From an optimization exercise on the open Yosys and OpenROAD flow, aimed at small area; shortcuts taken in it are not production practice. The RTL was checked by simulation tests, not by an equivalence proof against the original design.

## pepper
==> flow/design.v (excerpt) <==
module feed_forward_neural_network_top #(parameter
    BITS_PER_WORD = 32,
    INPUT_VECTOR_COUNT = 1,
    INPUT_VECTOR_SIZE=2,
    INPUT_WORD_SIZE=1,
    HIDDEN_LAYER_SIZE = 2,
    OUTPUT_VECTOR_SIZE = 1,
    BIAS_SIZE = 1,
    CLOG2_MAX_WEIGHTS_N = 2,
    CLOG2_MAX_WEIGHTS_M = 2
) (
    input clk,
    input reset_n,
    input weights_en,
    input [0:0] weights_layer_address,
    input [CLOG2_MAX_WEIGHTS_N-1:0] weights_n_address,
    input [CLOG2_MAX_WEIGHTS_M-1:0] weights_m_address,
    input signed [BITS_PER_WORD-1:0] weights_data,
    input in_en,
    input[INPUT_VECTOR_SIZE-1:0] in_data,
    output reg out_en,
    output reg[(BITS_PER_WORD * OUTPUT_VECTOR_SIZE)-1:0] out_data
);
clock: 20.0 ns
lec_check: 0
abc_area: 1
cap_margin: 5
core_margin: 2
core_utilization: 40
cts_buf_list: sky130_fd_sc_hd__clkbuf_8
cts_cluster_diameter: 60
cts_cluster_size: 18
slew_margin: 5
synth_hierarchical: 1
standard.sh (not shown) runs the stock make flow with config.mk's settings and CLKGATE_MAP_FILE= SYNTH_SCRIPT=/design/flow/synth_recipe.tcl, a recipe that flattens the netlist after the stock synthesis.
==> flow/flow/run.sh <==
#!/bin/bash
# The standard layout, except that ABC maps the combinational logic with an
# area-oriented script (flow/abc_area.script, selected by ABC_AREA=1) instead of
# ORFS's delay-driven one. Everything else is ORFS's own scripts, unchanged.
set -euo pipefail
work=$(pwd)
rm -rf "$work/scripts"
cp -r "$FLOW_HOME/scripts" "$work/scripts"
cp "$work/flow/abc_area.script" "$work/scripts/abc_area.script"
bash "$work/standard.sh" SCRIPTS_DIR="$work/scripts" finish > "$work/standard.log" 2>&1
==> flow/flow/abc_area.script <==
&get -n
&st
&dch
&nf -R 1000
&put
diff inputs: pepper => onyx
- changing CORE_UTILIZATION from 40 to 52
- changing CTS_CLUSTER_DIAMETER from 60 to 80
- changing CTS_CLUSTER_SIZE from 18 to 14
- changing CTS_BUF_LIST from sky130_fd_sc_hd__clkbuf_8 to sky130_fd_sc_hd__clkbuf_4 sky130_fd_sc_hd__clkbuf_8
==> flow/flow/run.sh <==
#!/bin/bash
# The standard layout, except that ABC maps the combinational logic with an
# area-oriented script (flow/abc_area.script, selected by ABC_AREA=1) instead of
# ORFS's delay-driven one, and the port buffers are the smallest buffer cell.
# Everything else is ORFS's own scripts, unchanged.
set -euo pipefail
work=$(pwd)
rm -rf "$work/scripts"
cp -r "$FLOW_HOME/scripts" "$work/scripts"
cp "$work/flow/abc_area.script" "$work/scripts/abc_area.script"
bash "$work/standard.sh" SCRIPTS_DIR="$work/scripts" BUFFER_PORTS_ARGS="-buffer_cell sky130_fd_sc_hd__buf_1" finish > "$work/standard.log" 2>&1
--- outcome ---
- Measured against each other, pepper and onyx differ in count of clock-net buffers in the final layout, the higher figure coming from pepper.
- Smallest setup slack after layout ends up higher on onyx.
- Between onyx and pepper, it is onyx whose logic depth of the worst register-to-register path is lower, by 2.
- Via count: pepper and onyx compared, lower one is onyx
The following lists how indigo was set up differently from onyx:
- a deleted CTS_CLUSTER_SIZE that had been 14
- a change of CTS_BUF_LIST from sky130_fd_sc_hd__clkbuf_4 sky130_fd_sc_hd__clkbuf_8 to sky130_fd_sc_hd__clkbuf_2 sky130_fd_sc_hd__clkbuf_4
- a change of CORE_UTILIZATION from 52 to 40
- a deleted CTS_CLUSTER_DIAMETER that had been 80
==> flow/flow/run.sh <==
#!/bin/bash
# The standard layout, except that ABC maps the combinational logic with an
# area-oriented script (flow/abc_area.script, selected by ABC_AREA=1) instead of
# ORFS's delay-driven one. Everything else is ORFS's own scripts, unchanged.
set -euo pipefail
work=$(pwd)
rm -rf "$work/scripts"
cp -r "$FLOW_HOME/scripts" "$work/scripts"
cp "$work/flow/abc_area.script" "$work/scripts/abc_area.script"
bash "$work/standard.sh" SCRIPTS_DIR="$work/scripts" finish > "$work/standard.log" 2>&1
--- outcome ---
- Re met3 layer usage reported by global route: indigo and onyx aren't equal, and the higher value belongs to onyx.
- Final clock period utilization by the worst path sits lower in indigo than in onyx.
- Delta (indigo minus onyx): clock-buffer cell count moved up; setup slack moved up; total via count after detailed routing moved up; total length of routed wires moved up.

* * *

Setup of run 1:
Another version of the RTL of feed_forward_neural_network_top (not shown whole).
Size in the first run: roughly 3,900 cells after synthesis, ~320 flip-flops, about 76 I/O pins.
Settings: LEC_CHECK=0, ABC_AREA=1, CAP_MARGIN=5, CORE_MARGIN=2, CORE_UTILIZATION=52, CTS_BUF_LIST=sky130_fd_sc_hd__clkbuf_4 sky130_fd_sc_hd__clkbuf_8, CTS_CLUSTER_DIAMETER=80, CTS_CLUSTER_SIZE=14, PLACE_DENSITY_LB_ADDON=0.05, SLEW_MARGIN=5, SYNTH_HIERARCHICAL=1; clock period 20.0 ns.
==> flow/flow/run.sh <==
#!/bin/bash
# The standard layout, except that ABC maps the combinational logic with an
# area-oriented script (flow/abc_area.script, selected by ABC_AREA=1) instead of
# ORFS's delay-driven one, and the port buffers are the smallest buffer cell.
# Everything else is ORFS's own scripts, unchanged.
set -euo pipefail
work=$(pwd)
rm -rf "$work/scripts"
cp -r "$FLOW_HOME/scripts" "$work/scripts"
cp "$work/flow/abc_area.script" "$work/scripts/abc_area.script"
bash "$work/standard.sh" SCRIPTS_DIR="$work/scripts" BUFFER_PORTS_ARGS="-buffer_cell sky130_fd_sc_hd__buf_1" finish > "$work/standard.log" 2>&1
Scripts as last shown in full above: flow/flow/abc_area.script
The inputs of run 2 differ from those of run 1 as listed below.
- PLACE_DENSITY_LB_ADDON no longer set, was 0.05
- CTS_CLUSTER_SIZE now 17, was 14
- CTS_CLUSTER_DIAMETER now 90, was 80
Results
Out of run 1 and run 2, the only run to close with the timing, design-rule and antenna checks passing was run 1.
Run 2 finished every stage; the final checks, however, were not passed, the failures being capacitance limit, slew limit.
Run 2 vs. run 1: count of flip-flops and latches closely matched the old numbers; final area closely matched the old numbers; global-route wire length before repair decreased by about 1.5% relative to the old numbers.
From run 1 to run 2 the numbers moved as follows: clock period minus worst slack now smaller; clock latency reported for the late side of the worst-skew pair decreased 0.03 ns.
--- input diff run 2..run 3 ---
- CTS_CLUSTER_DIAMETER: 90 -> 80
- CTS_CLUSTER_SIZE: 17 -> 14
Findings:
Run 3 finished end to end and its layout was clean on timing, DRC and antenna.
Nothing crashed in run 2 and all stages finished; the problem is that the final layout failed, the offending checks being capacitance limit, slew limit.
Synthesized netlist cell count: run 2 vs run 3 identical
Lower share of the clock period used by the worst path after layout among run 2 and run 3: run 3
Delta (run 3 minus run 2): setup slack of the critical path after layout up 0.033 ns, non-clock buffer count up about 0.37%.
Run 3 and run 2 ended up with roughly the same final core utilization.
~same synthesis-to-layout area growth in run 2 and run 3
~same wire length in run 2 and run 3
Run 3 — global routing met3 resource utilization 0.43 points higher, run 2 as reference
diff inputs: run 3 => run 4
- an added PLACE_DENSITY of 0.75
--- outcome ---
In summary, run 4 completed successfully, with a layout that passed the timing, design-rule and antenna checks. The initial antenna violation count number comes out lower for run 3 vs run 4. Run 3 -> run 4: number of fill cells decreased by a few percent. Between run 3 and run 4, the difference in worst path arrival time is negligible. Run 4 vs. run 3: transition time at the pin with the least slew margin went down by 0.033 ns. Delta (run 4 minus run 3): number of gates resized after CTS did not really move; setup slack went down; total area of multi-input combinational cells did not really move. The area growth from synthesis to layout of run 4 and that of run 3 are within noise of each other.
Input changes introduced in run 5 (baseline for comparison: run 4):
- CORE_UTILIZATION now 58, was 52
- PLACE_DENSITY no longer set, was 0.75
Findings:
From run 4 to run 5 the numbers moved as follows: cell depth of the worst flop-to-flop path rose 3.8%, register-to-register slack fell 0.06 ns, fraction of standard cell area in multi-input logic about even, final area about even.
Slack of the critical path in run 5 vs run 4: down 0.12 ns

* * *

Setup of try-zinc:
RTL: one of the versions met above, not the one the previous note started from.
Size: ~3900 cells after synthesis, roughly 76 I/O pins, roughly 0.048 mm^2 of cells after synthesis.
export LEC_CHECK = 0
export ABC_AREA = 1
export CAP_MARGIN = 5
export CORE_MARGIN = 2
export CORE_UTILIZATION = 40
export CTS_BUF_LIST = sky130_fd_sc_hd__clkbuf_4 sky130_fd_sc_hd__clkbuf_8
export CTS_CLUSTER_DIAMETER = 80
export CTS_CLUSTER_SIZE = 14
export SLEW_MARGIN = 5
export SYNTH_HIERARCHICAL = 1
create_clock -name core_clock -period 20.0 [get_ports {clk}]
==> flow/flow/run.sh <==
#!/bin/bash
# The standard layout, except that ABC maps the combinational logic with an
# area-oriented script (flow/abc_area.script, selected by ABC_AREA=1) instead of
# ORFS's delay-driven one. Everything else is ORFS's own scripts, unchanged.
set -euo pipefail
work=$(pwd)
rm -rf "$work/scripts"
cp -r "$FLOW_HOME/scripts" "$work/scripts"
cp "$work/flow/abc_area.script" "$work/scripts/abc_area.script"
bash "$work/standard.sh" SCRIPTS_DIR="$work/scripts" finish > "$work/standard.log" 2>&1
Scripts as last shown in full above: flow/flow/abc_area.script
try-zinc | status: complete | timing, DRC, antenna: pass
> inputs changed (try-zinc -> try-lagoon)
==> flow/flow/run.sh <==
#!/bin/bash
# The standard layout, except that ABC maps the combinational logic with an
# area-oriented script (flow/abc_area.script, selected by ABC_AREA=1) instead of
# ORFS's delay-driven one, and the port buffers are the smallest buffer cell.
# Everything else is ORFS's own scripts, unchanged.
set -euo pipefail
work=$(pwd)
rm -rf "$work/scripts"
cp -r "$FLOW_HOME/scripts" "$work/scripts"
cp "$work/flow/abc_area.script" "$work/scripts/abc_area.script"
bash "$work/standard.sh" SCRIPTS_DIR="$work/scripts" BUFFER_PORTS_ARGS="-buffer_cell sky130_fd_sc_hd__buf_1" finish > "$work/standard.log" 2>&1
-- flow/config.mk --
<<< try-zinc, line 13
export CTS_CLUSTER_DIAMETER = 80
export CTS_CLUSTER_SIZE = 14
export SLEW_MARGIN = 5
export SYNTH_HIERARCHICAL = 1
>>> try-lagoon, line 13
export CTS_CLUSTER_DIAMETER = 80
export CTS_CLUSTER_SIZE = 14
export GPL_TIMING_DRIVEN = 0
export SLEW_MARGIN = 5
export SYNTH_HIERARCHICAL = 1
## What came out
try-lagoon — fill cell instance count of the final layout 353 lower, try-zinc as reference
Summary of try-lagoon over try-zinc: post-route clock period utilization went up; overall routed net length went down; transition time at the pin with the least slew margin went up.
Initial antenna violation count in try-lagoon is 1 below try-zinc.
[try-lagoon] count of plain and timing-repair buffers in the layout rose 0.38% relative to try-zinc
The run with more setup slack is try-zinc; try-lagoon has less.
Status: clock edge transition at the registers on the reported setup and hold paths parity (try-zinc, try-lagoon)
--- input diff try-lagoon..try-juniper ---
==> flow/flow/run.sh <==
#!/bin/bash
# The standard layout, except that ABC maps the combinational logic with an
# area-oriented script (flow/abc_area.script, selected by ABC_AREA=1) instead of
# ORFS's delay-driven one. Everything else is ORFS's own scripts, unchanged.
set -euo pipefail
work=$(pwd)
rm -rf "$work/scripts"
cp -r "$FLOW_HOME/scripts" "$work/scripts"
cp "$work/flow/abc_area.script" "$work/scripts/abc_area.script"
bash "$work/standard.sh" SCRIPTS_DIR="$work/scripts" finish > "$work/standard.log" 2>&1
==> flow/config.mk <==
export PLATFORM = sky130hd
export DESIGN_NAME = feed_forward_neural_network_top
export DESIGN_NICKNAME = feed_forward_neural_network_top
export VERILOG_FILES = /design/flow/design.v
export SDC_FILE = /design/flow/constraint.sdc
export NUM_CORES = 4
export LEC_CHECK = 0
export ABC_AREA = 1
export CAP_MARGIN = 5
export CORE_MARGIN = 2
export CORE_UTILIZATION = 65
export CTS_BUF_LIST = sky130_fd_sc_hd__clkbuf_2 sky130_fd_sc_hd__clkbuf_4
export SLEW_MARGIN = 5
export SYNTH_HIERARCHICAL = 1
[summary]
- try-lagoon → try-juniper: source-to-sink clock delay at the later pin of the worst-skew pair grew by 0.14 ns, via count grew by 2760, number of antenna violations at the first check in global routing grew by 5, cell count shrank by 536.
- try-juniper vs try-lagoon, number of non-clock buffers in the layout went down by about 2.7%.
- Summary of the comparison: pin count of the biggest net entering global routing is higher in try-juniper, relative to try-lagoon.
- try-juniper — clock-buffer cell count 83 higher, try-lagoon as reference
- Post-synthesis to final-layout area growth is lower on try-juniper
- Starting DRC count in detailed routing: try-juniper vs try-lagoon up 1818
- The worst slack after detailed placement of try-juniper was superior to that of try-lagoon.
#### Input delta (try-willow over try-juniper)
==> flow/config.mk <==
export PLATFORM = sky130hd
export DESIGN_NAME = feed_forward_neural_network_top
export DESIGN_NICKNAME = feed_forward_neural_network_top
export VERILOG_FILES = /design/flow/design.v
export SDC_FILE = /design/flow/constraint.sdc
export NUM_CORES = 4
export LEC_CHECK = 0
export ABC_AREA = 1
export CAP_MARGIN = 20
export CORE_MARGIN = 2
export CORE_UTILIZATION = 40
export SLEW_MARGIN = 20
export SYNTH_HIERARCHICAL = 1
Notes after the runs:
- Clock skew: try-juniper and try-willow compared, higher one is try-juniper
- Wire length delta (try-willow -> try-juniper): insignificant
- Comparing try-juniper and try-willow, post-route minimum period is lower on try-willow.
- [compare] base=try-juniper new=try-willow: utilization after layout saw a decrease; setup slack saw an increase.
Setup changes, try-willow to try-garnet
==> flow/flow/run.sh <==
#!/bin/bash
# The standard layout, except that ABC maps the combinational logic with an
# area-oriented script (flow/abc_area.script, selected by ABC_AREA=1) instead of
# ORFS's delay-driven one, and the port buffers are the smallest buffer cell.
# Everything else is ORFS's own scripts, unchanged.
set -euo pipefail
work=$(pwd)
rm -rf "$work/scripts"
cp -r "$FLOW_HOME/scripts" "$work/scripts"
cp "$work/flow/abc_area.script" "$work/scripts/abc_area.script"
bash "$work/standard.sh" SCRIPTS_DIR="$work/scripts" BUFFER_PORTS_ARGS="-buffer_cell sky130_fd_sc_hd__buf_1" finish > "$work/standard.log" 2>&1
-- flow/config.mk --
<<< try-willow, line 7
export LEC_CHECK = 0
export ABC_AREA = 1
export CAP_MARGIN = 20
export CORE_MARGIN = 2
export CORE_UTILIZATION = 40
export SLEW_MARGIN = 20
export SYNTH_HIERARCHICAL = 1
>>> try-garnet, line 7
export LEC_CHECK = 0
export ABC_AREA = 1
export CAP_MARGIN = 5
export CORE_MARGIN = 2
export CORE_UTILIZATION = 40
export CTS_BUF_LIST = sky130_fd_sc_hd__clkbuf_4 sky130_fd_sc_hd__clkbuf_8
export CTS_CLUSTER_DIAMETER = 80
export CTS_CLUSTER_SIZE = 14
export SLEW_MARGIN = 5
export SYNTH_HIERARCHICAL = 1
--- outcome ---
The final hold slack on try-willow is in line with that on try-garnet. try-willow has higher synthesis-to-layout area growth than try-garnet. There was hardly any difference in initial detailed-routing violation count between try-garnet and try-willow. Going from try-willow to try-garnet, the final period utilization was found to have gone down by 0.65 points. Summary of try-garnet over try-willow: setup slack rose 0.13 ns, final cell count without fillers fell 18. Number of clock buffers inserted by TritonCTS: try-garnet vs try-willow down 6.
Edits applied to the flow inputs when going from try-garnet to try-raven:
==> flow/flow/run.sh <==
#!/bin/bash
# The standard layout, except that ABC maps the combinational logic with an
# area-oriented script (flow/abc_area.script, selected by ABC_AREA=1) instead of
# ORFS's delay-driven one, the port buffers are the smallest buffer cell, and the
# resizer repairs with the smaller buffers only (the platform's don't-use list plus
# buf_4 and up). Everything else is ORFS's own scripts, unchanged.
set -euo pipefail
work=$(pwd)
rm -rf "$work/scripts"
cp -r "$FLOW_HOME/scripts" "$work/scripts"
cp "$work/flow/abc_area.script" "$work/scripts/abc_area.script"
dont_use=" sky130_fd_sc_hd__probe_p_8 sky130_fd_sc_hd__probec_p_8 sky130_fd_sc_hd__lpflow_bleeder_1 sky130_fd_sc_hd__lpflow_clkbufkapwr_1 sky130_fd_sc_hd__lpflow_clkbufkapwr_16 sky130_fd_sc_hd__lpflow_clkbufkapwr_2 sky130_fd_sc_hd__lpflow_clkbufkapwr_4 sky130_fd_sc_hd__lpflow_clkbufkapwr_8 sky130_fd_sc_hd__lpflow_clkinvkapwr_1 sky130_fd_sc_hd__lpflow_clkinvkapwr_16 sky130_fd_sc_hd__lpflow_clkinvkapwr_2 sky130_fd_sc_hd__lpflow_clkinvkapwr_4 sky130_fd_sc_hd__lpflow_clkinvkapwr_8 sky130_fd_sc_hd__lpflow_decapkapwr_12 sky130_fd_sc_hd__lpflow_decapkapwr_3 sky130_fd_sc_hd__lpflow_decapkapwr_4 sky130_fd_sc_hd__lpflow_decapkapwr_6 sky130_fd_sc_hd__lpflow_decapkapwr_8 sky130_fd_sc_hd__lpflow_inputiso0n_1 sky130_fd_sc_hd__lpflow_inputiso0p_1 sky130_fd_sc_hd__lpflow_inputiso1n_1 sky130_fd_sc_hd__lpflow_inputiso1p_1 sky130_fd_sc_hd__lpflow_inputisolatch_1 sky130_fd_sc_hd__lpflow_isobufsrc_1 sky130_fd_sc_hd__lpflow_isobufsrc_16 sky130_fd_sc_hd__lpflow_isobufsrc_2 sky130_fd_sc_hd__lpflow_isobufsrc_4 sky130_fd_sc_hd__lpflow_isobufsrc_8 sky130_fd_sc_hd__lpflow_isobufsrckapwr_16 sky130_fd_sc_hd__lpflow_lsbuf_lh_hl_isowell_tap_1 sky130_fd_sc_hd__lpflow_lsbuf_lh_hl_isowell_tap_2 sky130_fd_sc_hd__lpflow_lsbuf_lh_hl_isowell_tap_4 sky130_fd_sc_hd__lpflow_lsbuf_lh_isowell_4 sky130_fd_sc_hd__lpflow_lsbuf_lh_isowell_tap_1 sky130_fd_sc_hd__lpflow_lsbuf_lh_isowell_tap_2 sky130_fd_sc_hd__lpflow_lsbuf_lh_isowell_tap_4 #  sky130_fd_sc_hd__buf_4 sky130_fd_sc_hd__buf_6 sky130_fd_sc_hd__buf_8 sky130_fd_sc_hd__buf_12 sky130_fd_sc_hd__buf_16"
bash "$work/standard.sh" SCRIPTS_DIR="$work/scripts" BUFFER_PORTS_ARGS="-buffer_cell sky130_fd_sc_hd__buf_1" DONT_USE_CELLS="$dont_use" finish > "$work/standard.log" 2>&1
Notes after the runs:
Changes observed in try-raven relative to try-garnet: post-synthesis to final-layout area growth saw an increase; total stage count of the critical path has decreased. try-raven: routed metal-1 wire length higher than try-garnet. On utilization, the lower figure sits with try-garnet, not try-raven.

## port drivers added, routing unchanged
In the flow no input, the clock included, has a driving cell. The finished layouts below were timed again as built, in two steps.
Step 1: set_driving_cell puts a clkbuf_16 on clk and a buf_2 on each other input, an assumption about the parent block.
Step 2 adds t to the input delays and takes it off the output delays; t is the mean of the earliest and latest rising clock arrival at the registers after step 1. Input paths then give back, and output paths get back, about the clock's delay inside the block.
a / b / c = ideal ports / drivers / drivers and shift; a / b = the first two.
run	shift t [ns]	setup slack, ns	hold slack, ns	slew at the worst register clock pin (ns)
pepper	0.753	0.878 / 0.918 / 0.165	0.474 / 0.474 / 0.474	0.11 / 0.11
onyx	0.797	0.992 / 1.038 / 0.241	0.456 / 0.456 / 0.456	0.10 / 0.10
indigo	1.053	1.154 / 1.193 / 0.139	0.476 / 0.476 / 0.476	0.08 / 0.08
run 1	0.807	0.747 / 0.790 / -0.017	0.457 / 0.457 / 0.457	0.11 / 0.11
run 2	0.781	0.833 / 0.886 / 0.105	0.474 / 0.474 / 0.474	0.12 / 0.12
run 3	0.793	0.866 / 0.917 / 0.124	0.471 / 0.471 / 0.471	0.11 / 0.11
run 4	0.784	0.854 / 0.895 / 0.111	0.459 / 0.459 / 0.459	0.11 / 0.11
run 5	0.728	0.738 / 0.774 / 0.046	0.455 / 0.455 / 0.455	0.10 / 0.10
try-zinc	0.733	0.864 / 0.904 / 0.171	0.472 / 0.472 / 0.472	0.11 / 0.11
try-lagoon	0.802	0.670 / 0.684 / -0.118	0.480 / 0.480 / 0.480	0.11 / 0.11
try-juniper	0.919	0.736 / 0.776 / -0.144	0.460 / 0.460 / 0.460	0.08 / 0.08
try-willow	0.684	0.887 / 0.931 / 0.247	0.470 / 0.470 / 0.470	0.06 / 0.06
try-garnet	0.757	1.018 / 1.062 / 0.305	0.469 / 0.469 / 0.469	0.10 / 0.10
try-raven	0.803	0.777 / 0.823 / 0.020	0.474 / 0.474 / 0.474	0.11 / 0.11
Met with ideal ports but missed after step 2: setup timing in run 1, try-lagoon and try-juniper. For indigo, which loses most, drivers alone change the setup slack by +0.039 ns; drivers and shift together by -1.015 ns.
